What follows belongs to an exercise in optimizing a design on an open flow for small area; a production flow would make more cautious choices. In this exercise RTL edits were held to simulation tests only and were not proved equivalent to the original. No driver is modelled on the clock port, so clock power and skew are understated where the tree is cut down; a real chip needs a root buffer or a tree. Power and IR drop assume default switching activity.

==> job 8814: inputs <==
Design top, start of the top module:
module top(
    input clk,
    input push_switch1,
    input push_switch2,
    input push_switch3,
    input push_switch4,
    input push_switch5,
    input push_switch6,
    output [6:0] segment1,
    output [6:0] segment2,
    output [6:0] segment3,
    output [6:0] segment4,
    output [6:0] segment5,
    output [6:0] segment6,
    input dip_switch1,
    input dip_switch2,
    input dip_switch3,
    input dip_switch4,
    input dip_switch5,
    input dip_switch6,
    input dip_switch7,
    input dip_switch8,
    input dip_switch9,
    input dip_switch10,
    output led1_red,
    output led2_yellow,
    output led3_green,
    output led4_red,
    output led5_yellow,
    output led6_green
);
clock: 15.0 ns
lec_check: 0
abc_area: 1
cap_margin: 20
core_margin: 2
core_utilization: 65
slew_margin: 20
standard.sh (not shown) runs the stock make flow with config.mk's settings and CLKGATE_MAP_FILE= SYNTH_SCRIPT=/design/flow/synth_recipe.tcl, a recipe that flattens the netlist after the stock synthesis.
==> flow/flow/run.sh <==
#!/bin/bash
# Own layout flow: the standard ORFS flow (standard.sh) with
#  - synthesis from flow/synth.tcl (standard synthesis, no adder cells, area abc script),
#  - port buffers of the smallest buffer cell, one tie cell for the constant outputs,
#  - a one-level clock tree built by flow/manual_cts.tcl (ORFS's PRE_CTS_TCL hook):
#    the clock port drives FLOW_CTS_LEAVES buffers, each driving one group of flip-flops.
# make's full output goes to flow_make.log; ORFS keeps each step's log under orfs/logs.
set -euo pipefail
W=$(pwd)
export FLOW_WORK_DIR=$W
export FLOW_FLOW_DIR=$W/flow
export FLOW_CTS_LEAVES=3
export FLOW_CTS_BUF=sky130_fd_sc_hd__clkbuf_16
bash standard.sh \
  SYNTH_SCRIPT=$W/flow/synth.tcl \
  ABC_AREA=1 \
  "BUFFER_PORTS_ARGS=-buffer_cell sky130_fd_sc_hd__buf_1" \
  PRE_CTS_TCL=$W/flow/manual_cts.tcl \
  SKIP_REPAIR_TIE_FANOUT=1 \
  finish > $W/flow_make.log 2>&1
==> flow/flow/area.abc <==
strash
&get -n
&deepsyn -T 60
&put
dch -f
amap
topo
dnsize -c
==> flow/flow/manual_cts.tcl <==
set block [ord::get_db_block]
set db [ord::get_db]
set nleaf $::env(FLOW_CTS_LEAVES)
set master [$db findMaster $::env(FLOW_CTS_BUF)]
set clk [$block findNet clk]
set sinks {}
foreach it [$clk getITerms] {
  set inst [$it getInst]
  set bb [$inst getBBox]
  set x [expr {([$bb xMin] + [$bb xMax]) / 2}]
  set y [expr {([$bb yMin] + [$bb yMax]) / 2}]
  lappend sinks [list $it $x $y]
}
set n [llength $sinks]
puts "manual CTS: $n sinks, $nleaf leaf buffers of [$master getName]"
# split into nleaf groups of nearly equal size: recursively halve the largest
# group along its longer side (by position)
proc split_groups {sinks k} {
  if {$k <= 1} { return [list $sinks] }
  set xs [lmap s $sinks {lindex $s 1}]; set ys [lmap s $sinks {lindex $s 2}]
  set dx [expr {[tcl::mathfunc::max {*}$xs] - [tcl::mathfunc::min {*}$xs]}]
  set dy [expr {[tcl::mathfunc::max {*}$ys] - [tcl::mathfunc::min {*}$ys]}]
  set idx [expr {$dx >= $dy ? 1 : 2}]
  set sorted [lsort -integer -index $idx $sinks]
  set k1 [expr {$k / 2}]; set k2 [expr {$k - $k1}]
  set n [llength $sorted]
  set cut [expr {($n * $k1) / $k}]
  return [concat [split_groups [lrange $sorted 0 [expr {$cut - 1}]] $k1] \
                 [split_groups [lrange $sorted $cut end] $k2]]
}
set groups [split_groups $sinks $nleaf]
for {set g 0} {$g < $nleaf} {incr g} {
  set grp [lindex $groups $g]
  set sx 0; set sy 0
  foreach s $grp { incr sx [lindex $s 1]; incr sy [lindex $s 2] }
  set cx [expr {$sx / [llength $grp]}]
  set cy [expr {$sy / [llength $grp]}]
  set buf [odb::dbInst_create $block $master "clkbuf_leaf_$g"]
  set net [odb::dbNet_create $block "clk_leaf_$g"]
  $net setSigType CLOCK
  foreach s $grp {
    set it [lindex $s 0]
    $it disconnect
    $it connect $net
  }
  foreach it [$buf getITerms] {
    set m [$it getMTerm]
    if {[$m getSigType] eq "POWER" || [$m getSigType] eq "GROUND"} { continue }
    if {[$m getIoType] eq "INPUT"} { $it connect $clk }
    if {[$m getIoType] eq "OUTPUT"} { $it connect $net }
  }
  $buf setLocation $cx $cy
  $buf setPlacementStatus PLACED
  puts "  leaf $g: [llength $grp] sinks at ($cx, $cy)"
}
proc clock_tree_synthesis {args} { puts "clock_tree_synthesis skipped: manual clock tree" }
set_propagated_clock [all_clocks]
==> flow/flow/synth.tcl <==
# The standard synthesis (synth_recipe.tcl, sourced below) with two changes:
#  - no adder-cell extraction (ADDER_MAP_FILE empty), so abc sees all the logic;
#  - abc runs the area script flow/area.abc instead of ORFS's.
# Registers, their names and cell types are those of the standard synthesis.
set ::env(ADDER_MAP_FILE) ""
proc abc {args} {
  set i [lsearch -exact $args -script]
  if {$i >= 0} {
    set args [lreplace $args [expr {$i + 1}] [expr {$i + 1}] $::env(FLOW_FLOW_DIR)/area.abc]
  }
  yosys abc {*}$args
}
source $::env(FLOW_WORK_DIR)/synth_recipe.tcl
==> job 5392 (differences from job 8814) <==
--- a/flow/design.v
+++ b/flow/design.v
@@ -64,18 +64,18 @@
   reg       apm;
   reg [3:0] ahh;
   reg [2:0] amt;
   reg [3:0] amu;
   reg       iu_chg;      
   reg       aon_d;       
   reg       is12_d;
-  wire tick  = (c == 7'b1110110);           
-  wire pre   = (c == 7'b0111011);           
-  wire bterm = (bc == 6'b010011);           
-  wire sterm = (cnt1 == 9'b001000011);      
+  wire tick  = (c == 7'b0001001);           
+  wire pre   = (c == 7'b1000100);           
+  wire bterm = (bc == 6'b101100);           
+  wire sterm = (cnt1 == 9'b110111100);      
   wire s_up  = pre & r_up & ~r_down;
   wire s_dn  = pre & r_down & ~r_up;
   wire btn   = tick & r_set;
   wire c_set = btn & (iu == 2'd0);
   wire a_set = btn & (iu == 2'd1);
   wire d_set = btn & (iu == 2'd2);
   reg [1:0] iu_n;
@@ -151,24 +151,24 @@
     if (a_hinc) ah_n = h_inc({apm, ahh});
     if (a_hdec) ah_n = h_dec({apm, ahh});
     if (a_htog) ah_n = {~apm, ahh};
     if (a_minc) am_n = m_inc({amt, amu});
     if (a_mdec) am_n = m_dec({amt, amu});
   end
   always @(posedge clk) begin
-    c <= (rst | tick) ? 7'd0 : {c[5:0], ~(c[6] ^ c[5])};
-    bc <= (rst | bterm) ? 6'd0 : {bc[4:0], ~(bc[5] ^ bc[4])};
+    c <= (rst | tick) ? 7'h7f : {c[5:0], c[6] ^ c[5]};
+    bc <= (rst | bterm) ? 6'h3f : {bc[4:0], bc[5] ^ bc[4]};
     blink <= rst ? 1'b0 : blink ^ bterm;
     iu <= rst ? 2'd0 : iu_n;
     is12 <= rst ? 1'b0 : is12 ^ d_set;
     aoff <= aon & r_up;
-    if (rst) cnt1 <= 9'd0;
-    else if (css != 2'd0) cnt1 <= 9'd1;
-    else if (sterm) cnt1 <= 9'd0;
-    else cnt1 <= {cnt1[7:0], ~(cnt1[8] ^ cnt1[4])};
+    if (rst) cnt1 <= 9'h1ff;
+    else if (css != 2'd0) cnt1 <= 9'h1fe;
+    else if (sterm) cnt1 <= 9'h1ff;
+    else cnt1 <= {cnt1[7:0], cnt1[8] ^ cnt1[4]};
     if (rst | c_set & (css == 2'd0)) {st, su} <= 7'd0;
     else if (c_sec) {st, su} <= m_inc({st, su});
     if (rst) {mt, mu} <= 7'd0;
     else if (c_minc) {mt, mu} <= m_inc({mt, mu});
     else if (c_mdec) {mt, mu} <= m_dec({mt, mu});
     if (rst) {pm, hh} <= 5'd0;
     else if (c_hinc) {pm, hh} <= h_inc({pm, hh});
==> flow/flow/run.sh (replaced) <==
#!/bin/bash
# Own layout flow: the standard ORFS flow (standard.sh) with
#  - synthesis from flow/synth.tcl (standard synthesis, no adder cells, area abc script
#    tried with the deepsyn seeds in FLOW_ABC_SEEDS, smallest result kept),
#  - port buffers of the smallest buffer cell, one tie cell for the constant outputs,
#  - a one-level clock tree built by flow/manual_cts.tcl (ORFS's PRE_CTS_TCL hook):
#    the clock port drives FLOW_CTS_LEAVES buffers, each driving one group of flip-flops.
# make's full output goes to flow_make.log; ORFS keeps each step's log under orfs/logs.
set -euo pipefail
W=$(pwd)
export FLOW_WORK_DIR=$W
export FLOW_FLOW_DIR=$W/flow
export FLOW_ABC_SEEDS="0 1 2 3"
export FLOW_CTS_LEAVES=3
export FLOW_CTS_BUF=sky130_fd_sc_hd__buf_12
bash standard.sh \
  SYNTH_SCRIPT=$W/flow/synth.tcl \
  ABC_AREA=1 \
  "BUFFER_PORTS_ARGS=-buffer_cell sky130_fd_sc_hd__buf_1" \
  PRE_CTS_TCL=$W/flow/manual_cts.tcl \
  SKIP_REPAIR_TIE_FANOUT=1 \
  finish > $W/flow_make.log 2>&1
==> flow/flow/area.abc (replaced) <==
strash
&get -n
&deepsyn -T 60 -S @SEED@
&put
dch -f
amap
topo
dnsize -c
==> flow/flow/synth.tcl (replaced) <==
# The standard synthesis (synth_recipe.tcl, sourced below) with two changes:
#  - no adder-cell extraction (ADDER_MAP_FILE empty), so abc sees all the logic;
#  - the final abc mapping runs the area script flow/area.abc with each of the
#    seeds in FLOW_ABC_SEEDS and keeps the smallest result.
# Registers, their names and cell types are those of the standard synthesis.
set ::env(ADDER_MAP_FILE) ""
proc abc {args} {
  set i [lsearch -exact $args -script]
  set lib [lindex $args [expr {[lsearch -exact $args -liberty] + 1}]]
  set tmp $::env(FLOW_WORK_DIR)/abc_tmp
  file mkdir $tmp
  set fh [open $::env(FLOW_FLOW_DIR)/area.abc r]; set tmpl [read $fh]; close $fh
  yosys design -save my_pre_abc
  set best ""
  foreach seed $::env(FLOW_ABC_SEEDS) {
    yosys design -load my_pre_abc
    set sc $tmp/area_$seed.abc
    set fh [open $sc w]; puts -nonewline $fh [string map [list @SEED@ $seed] $tmpl]; close $fh
    set a [lreplace $args [expr {$i + 1}] [expr {$i + 1}] $sc]
    yosys abc {*}$a
    yosys tee -q -o $tmp/stat_$seed.txt stat -liberty $lib
    set fh [open $tmp/stat_$seed.txt r]; set st [read $fh]; close $fh
    regexp {Chip area for module[^:]*:\s*([0-9.]+)} $st -> area
    puts "abc seed $seed: area $area"
    if {$best eq "" || $area < $best} {
      set best $area
      yosys design -save my_best_abc
    }
  }
  puts "abc: keeping area $best"
  yosys design -load my_best_abc
}
source $::env(FLOW_WORK_DIR)/synth_recipe.tcl
==> qor summary <==
| metric | job 8814 | job 5392 |
|---|---|---|
| Result of the run | timing/DRC/antenna clean | timing/DRC/antenna clean |
| Post-synthesis share of cell area spent on and, or, nand and nor gates | 25.0% | 26.7% |
| Arrival @ worst endpoint | 4.48 ns | 6.05 ns |
| Met1 track demand over resource | 39.0% | 42.0% |
| Core occupancy in the finished layout | 73.1% | 72.5% |
| Number of nets produced by synthesis | 553 | 546 |
| Instance area after placement | 3970 µm² | 3930 µm² |
| Total combinational power | 6.91 µW | 6.80 µW |
| Clock latency reported for the late side of the worst-skew pair | 0.16 ns | 0.14 ns |
| Pin count of the biggest net entering global routing | 38 | 44 |
| Clock transition at the register clock pins on the worst setup and hold paths after CTS | 0.10 ns | 0.11 ns |
| End of the worst register-to-register path | pm | eq |
| Post-Layout Inst Area | 4050 µm² | 3990 µm² |
| Highest attainable clock frequency | 134 MHz | 110 MHz |
| DP Wirelength | 7.03 mm | 7.22 mm |
| Via count of the first global-routing pass | 3,564 | 3,398 |
| Die Y-Extent | 80.0 µm | 79.6 µm |
| Pwr Total | 286 µW | 284 µW |
| Crit path depth | 17 | 19 |
In every run of this note, the design's own scripts or RTL, not TritonCTS, make the clock network.

[separate check: timing with driven ports]
The flow's constraints put no driver on any port. The routed layouts listed below were extracted and timed again, unchanged, in two steps. Step 1: set_driving_cell puts a clkbuf_16 on clk and a buf_2 on each other input, an assumption about the parent block. Step 2, shift: input delay + t, output delay - t, t = (earliest + latest rising clock arrival at the registers) / 2. This alone moves slack from input paths to output paths. a / b / c = ideal ports / drivers / drivers and shift; a / b = the first two.
run | shift t [ns] | setup slack, ns | worst setup path at the end | latest minus earliest clock arrival (ns)
job 8814 | 0.218 | 7.516 / 7.452 / 7.671 | register to output | 0.009 / 0.009
job 5392 | 0.204 | 5.946 / 5.874 / 6.078 | register to output | 0.015 / 0.016
After both steps every run listed still meets setup and hold.
